Background: an optimization exercise with open tools, aiming at small area. Do not read the settings as production practice.
Where RTL was checked, it was by simulation tests only, not by an equivalence proof against the original.
Power figures rest on the tool's default switching activity, not on a simulated workload.

Design dma_probe, start of the top module:
module dma_probe (ap_clk,ap_rst_n,s_axi_control_AWVALID,s_axi_control_AWREADY,s_axi_control_AWADDR,s_axi_control_WVALID,s_axi_control_WREADY,s_axi_control_WDATA,s_axi_control_WSTRB,s_axi_control_ARVALID,s_axi_control_ARREADY,s_axi_control_ARADDR,s_axi_control_RVALID,s_axi_control_RREADY,s_axi_control_RDATA,s_axi_control_RRESP,s_axi_control_BVALID,s_axi_control_BREADY,s_axi_control_BRESP,data_num,s0_axis_tdata,s0_axis_tvalid,s0_axis_tlast,s0_axis_tkeep,s0_axis_tready,s1_axis_tdata,s1_axis_tvalid,s1_axis_tlast,s1_axis_tkeep,s1_axis_tready,s2_axis_tdata,s2_axis_tvalid,s2_axis_tlast,s2_axis_tkeep,s2_axis_tready,s3_axis_tdata,s3_axis_tvalid,s3_axis_tlast,s3_axis_tkeep,s3_axis_tready,s4_axis_tdata,s4_axis_tvalid,s4_axis_tlast,s4_axis_tkeep,s4_axis_tready,s5_axis_tdata,s5_axis_tvalid,s5_axis_tlast,s5_axis_tkeep,s5_axis_tready,s6_axis_tdata,s6_axis_tvalid,s6_axis_tlast,s6_axis_tkeep,s6_axis_tready,s7_axis_tdata,s7_axis_tvalid,s7_axis_tlast,s7_axis_tkeep,s7_axis_tready,probe_axis_tdata,probe_axis_tvalid,probe_axis_tlast,probe_axis_tkeep,probe_axis_tready,m0_axis_tdata,m0_axis_tvalid,m0_axis_tlast,m0_axis_tkeep,m0_axis_tready,m1_axis_tdata,m1_axis_tvalid,m1_axis_tlast,m1_axis_tkeep,m1_axis_tready,m2_axis_tdata,m2_axis_tvalid,m2_axis_tlast,m2_axis_tkeep,m2_axis_tready,m3_axis_tdata,m3_axis_tvalid,m3_axis_tlast,m3_axis_tkeep,m3_axis_tready,m4_axis_tdata,m4_axis_tvalid,m4_axis_tlast,m4_axis_tkeep,m4_axis_tready,m5_axis_tdata,m5_axis_tvalid,m5_axis_tlast,m5_axis_tkeep,m5_axis_tready,m6_axis_tdata,m6_axis_tvalid,m6_axis_tlast,m6_axis_tkeep,m6_axis_tready,m7_axis_tdata,m7_axis_tvalid,m7_axis_tlast,m7_axis_tkeep,m7_axis_tready);
Size: roughly 1000 cells after synthesis, ~780 I/O pins, roughly 13000 um^2 of cells after synthesis.
==> module probe_core, before the edit <==
module probe_core (
    input  wire         clk,
    input  wire         rst_n,
    input  wire         en,
    input  wire [2:0]   sel,
    input  wire [16:0]  size,
    output reg  [16:0]  data_num,
    input  wire [255:0] s_tdata,
    input  wire [7:0]   s_tvalid,
    input  wire [31:0]  s_tkeep,
    input  wire [7:0]   s_tready,       
    output reg  [31:0]  probe_axis_tdata,
    output reg          probe_axis_tvalid,
    output reg          probe_axis_tlast,
    output reg  [3:0]   probe_axis_tkeep,
    input  wire         probe_axis_tready
);
wire [7:0] sel_oh = 8'd1 << sel;
wire [7:0] vsel   = sel_oh & s_tvalid;    
wire t_ready = |(sel_oh & s_tready);
wire t_valid = |vsel;
reg [31:0] t_data;
reg [3:0]  t_nkeep;    
integer i;
always @(*) begin
    t_data  = 32'd0;
    t_nkeep = 4'd0;
    for (i = 0; i < 8; i = i + 1) begin
        t_data  = t_data  | ({32{vsel[i]}} & s_tdata[32*i +: 32]);
        t_nkeep = t_nkeep | ({4{vsel[i]}}  & ~s_tkeep[4*i +: 4]);
    end
end
reg en_q;
reg xfer;
wire done = ~xfer & probe_axis_tvalid;
reg [9:0]  wait_lfsr;
wire [9:0] wait_next = {wait_lfsr[8:0], ~(wait_lfsr[9] ^ wait_lfsr[6])};
wire [16:0] last_num = size - 17'd1 - {16'd0, probe_axis_tvalid};
wire start = ~xfer & ~done & en & ~en_q;
wire step  = xfer & probe_axis_tready & t_ready;
wire tmo   = (wait_lfsr == 10'h164);
wire hit   = (|size) & (data_num == last_num);
wire fin   = step & (t_valid ? hit : tmo);
wire last_real = ~wait_lfsr[6];
always @(posedge clk or negedge rst_n) begin
    if (!rst_n)
        en_q <= 1'b0;
    else
        en_q <= en;
end
always @(posedge clk or negedge rst_n) begin
    if (!rst_n) begin
        xfer <= 1'b0;
        probe_axis_tvalid <= 1'b0;
        data_num <= 17'd0;
    end else begin
        if (start) begin
            xfer <= 1'b1;
            data_num <= 17'd0;
        end else if (step) begin
            if (fin)
                xfer <= 1'b0;
            probe_axis_tvalid <= t_valid | tmo;
            if (probe_axis_tvalid)
                data_num <= data_num + 17'd1;
        end else if (done & probe_axis_tready) begin
            probe_axis_tvalid <= 1'b0;
            if (last_real)
                data_num <= data_num + 17'd1;
        end
    end
end
always @(posedge clk) begin
    if ((~xfer & ~done) | (step & t_valid))
        wait_lfsr <= 10'd0;
    else if (step)
        wait_lfsr <= wait_next;
end
always @(posedge clk) begin
    if (step) begin
        probe_axis_tdata <= t_data;
        probe_axis_tkeep <= ~t_nkeep;
        probe_axis_tlast <= ~t_valid | hit;
    end
end
endmodule
Settings: LEC_CHECK=0, CAP_MARGIN=20, CORE_AREA=5 5 245 245, DIE_AREA=0 0 250 250, PLACE_DENSITY=0.9, SLEW_MARGIN=20; clock period 5.0 ns.
standard.sh (not shown) runs the stock make flow with config.mk's settings and CLKGATE_MAP_FILE= SYNTH_SCRIPT=/design/flow/synth_recipe.tcl, a recipe that flattens the netlist after the stock synthesis.
==> flow/flow/run.sh <==
#!/bin/bash
# The standard layout (standard.sh, standard synthesis unchanged) with two changes:
#  - global placement buffers every input and output port with the smallest buffer,
#    sky130_fd_sc_hd__buf_1, rather than the resizer's default pick;
#  - clock tree synthesis uses clkbuf_8 leaf clusters of at most 16 sinks within 80 um
#    and no dummy loads. The tree is still balanced for the registers it drives.
set -euo pipefail
export BUFFER_PORTS_ARGS="-buffer_cell sky130_fd_sc_hd__buf_1"
export CTS_ARGS="-sink_clustering_enable -repair_clock_nets -dont_use_dummy_load -sink_clustering_size 16 -sink_clustering_max_diameter 80 -buf_list sky130_fd_sc_hd__clkbuf_8"
bash standard.sh synth > synth.log 2>&1
bash standard.sh finish > layout.log 2>&1
Next try:
--- a/flow/design.v
+++ b/flow/design.v
@@ -132,12 +132,11 @@
         t_data  = t_data  | ({32{vsel[i]}} & s_tdata[32*i +: 32]);
         t_nkeep = t_nkeep | ({4{vsel[i]}}  & ~s_tkeep[4*i +: 4]);
     end
 end
 reg en_q;
-reg xfer;
-wire done = ~xfer & probe_axis_tvalid;
+reg xfer, done;           
 reg [9:0]  wait_lfsr;
 wire [9:0] wait_next = {wait_lfsr[8:0], ~(wait_lfsr[9] ^ wait_lfsr[6])};
 wire [16:0] last_num = size - 17'd1 - {16'd0, probe_axis_tvalid};
 wire start = ~xfer & ~done & en & ~en_q;
 wire step  = xfer & probe_axis_tready & t_ready;
@@ -152,23 +151,27 @@
         en_q <= en;
 end
 always @(posedge clk or negedge rst_n) begin
     if (!rst_n) begin
         xfer <= 1'b0;
+        done <= 1'b0;
         probe_axis_tvalid <= 1'b0;
         data_num <= 17'd0;
     end else begin
         if (start) begin
             xfer <= 1'b1;
             data_num <= 17'd0;
         end else if (step) begin
-            if (fin)
+            if (fin) begin
                 xfer <= 1'b0;
+                done <= 1'b1;
+            end
             probe_axis_tvalid <= t_valid | tmo;
             if (probe_axis_tvalid)
                 data_num <= data_num + 17'd1;
         end else if (done & probe_axis_tready) begin
+            done <= 1'b0;
             probe_axis_tvalid <= 1'b0;
             if (last_real)
                 data_num <= data_num + 17'd1;
         end
     end
Result:
- The changed run completed without violations
- setup slack is worse by 57 ps
- combinational power goes down by 13%
- synthesized cell count goes down by 1.9%
- die area stays the same
- total power goes down by 0.87%
- cell area is about the same
- non-clock buffer count goes down by 4
- routed wire length goes up by 6.7%
- synthesized area barely changes
- clock skew goes up by 8.3 ps
- via count barely changes
- final cell count goes down by 0.55%
- register-to-register slack is worse by 60 ps
For the first run of this note, only the layout was checked, not whether the RTL still works.

[port drivers added, routing unchanged]
How much do the figures lean on ideal ports? The routed layouts below were timed once more, with nothing changed but the port constraints.
Step 1, drivers: a clkbuf_16 drives ap_clk and a buf_2 each remaining input, both assumed.
Step 2 times the ports against the registers' clock, not the clock port: input delays grow and output delays shrink by t, the midpoint of the rising clock arrivals with the driver on.
Slacks: ideal / step 1 / step 2; pairs: ideal / step 1.
| run | t (ns) | slack for setup (ns) | worst hold slack (ns) | worst register clock-pin slew, ns |
|---|---|---|---|---|
| the first run | 0.609 | 1.622 / 1.622 / 1.622 | 0.418 / 0.418 / 0.418 | 0.11 / 0.11 |
| the second run | 0.629 | 1.565 / 1.565 / 1.565 | 0.416 / 0.416 / 0.416 | 0.11 / 0.11 |
After both steps every run listed still meets setup and hold.
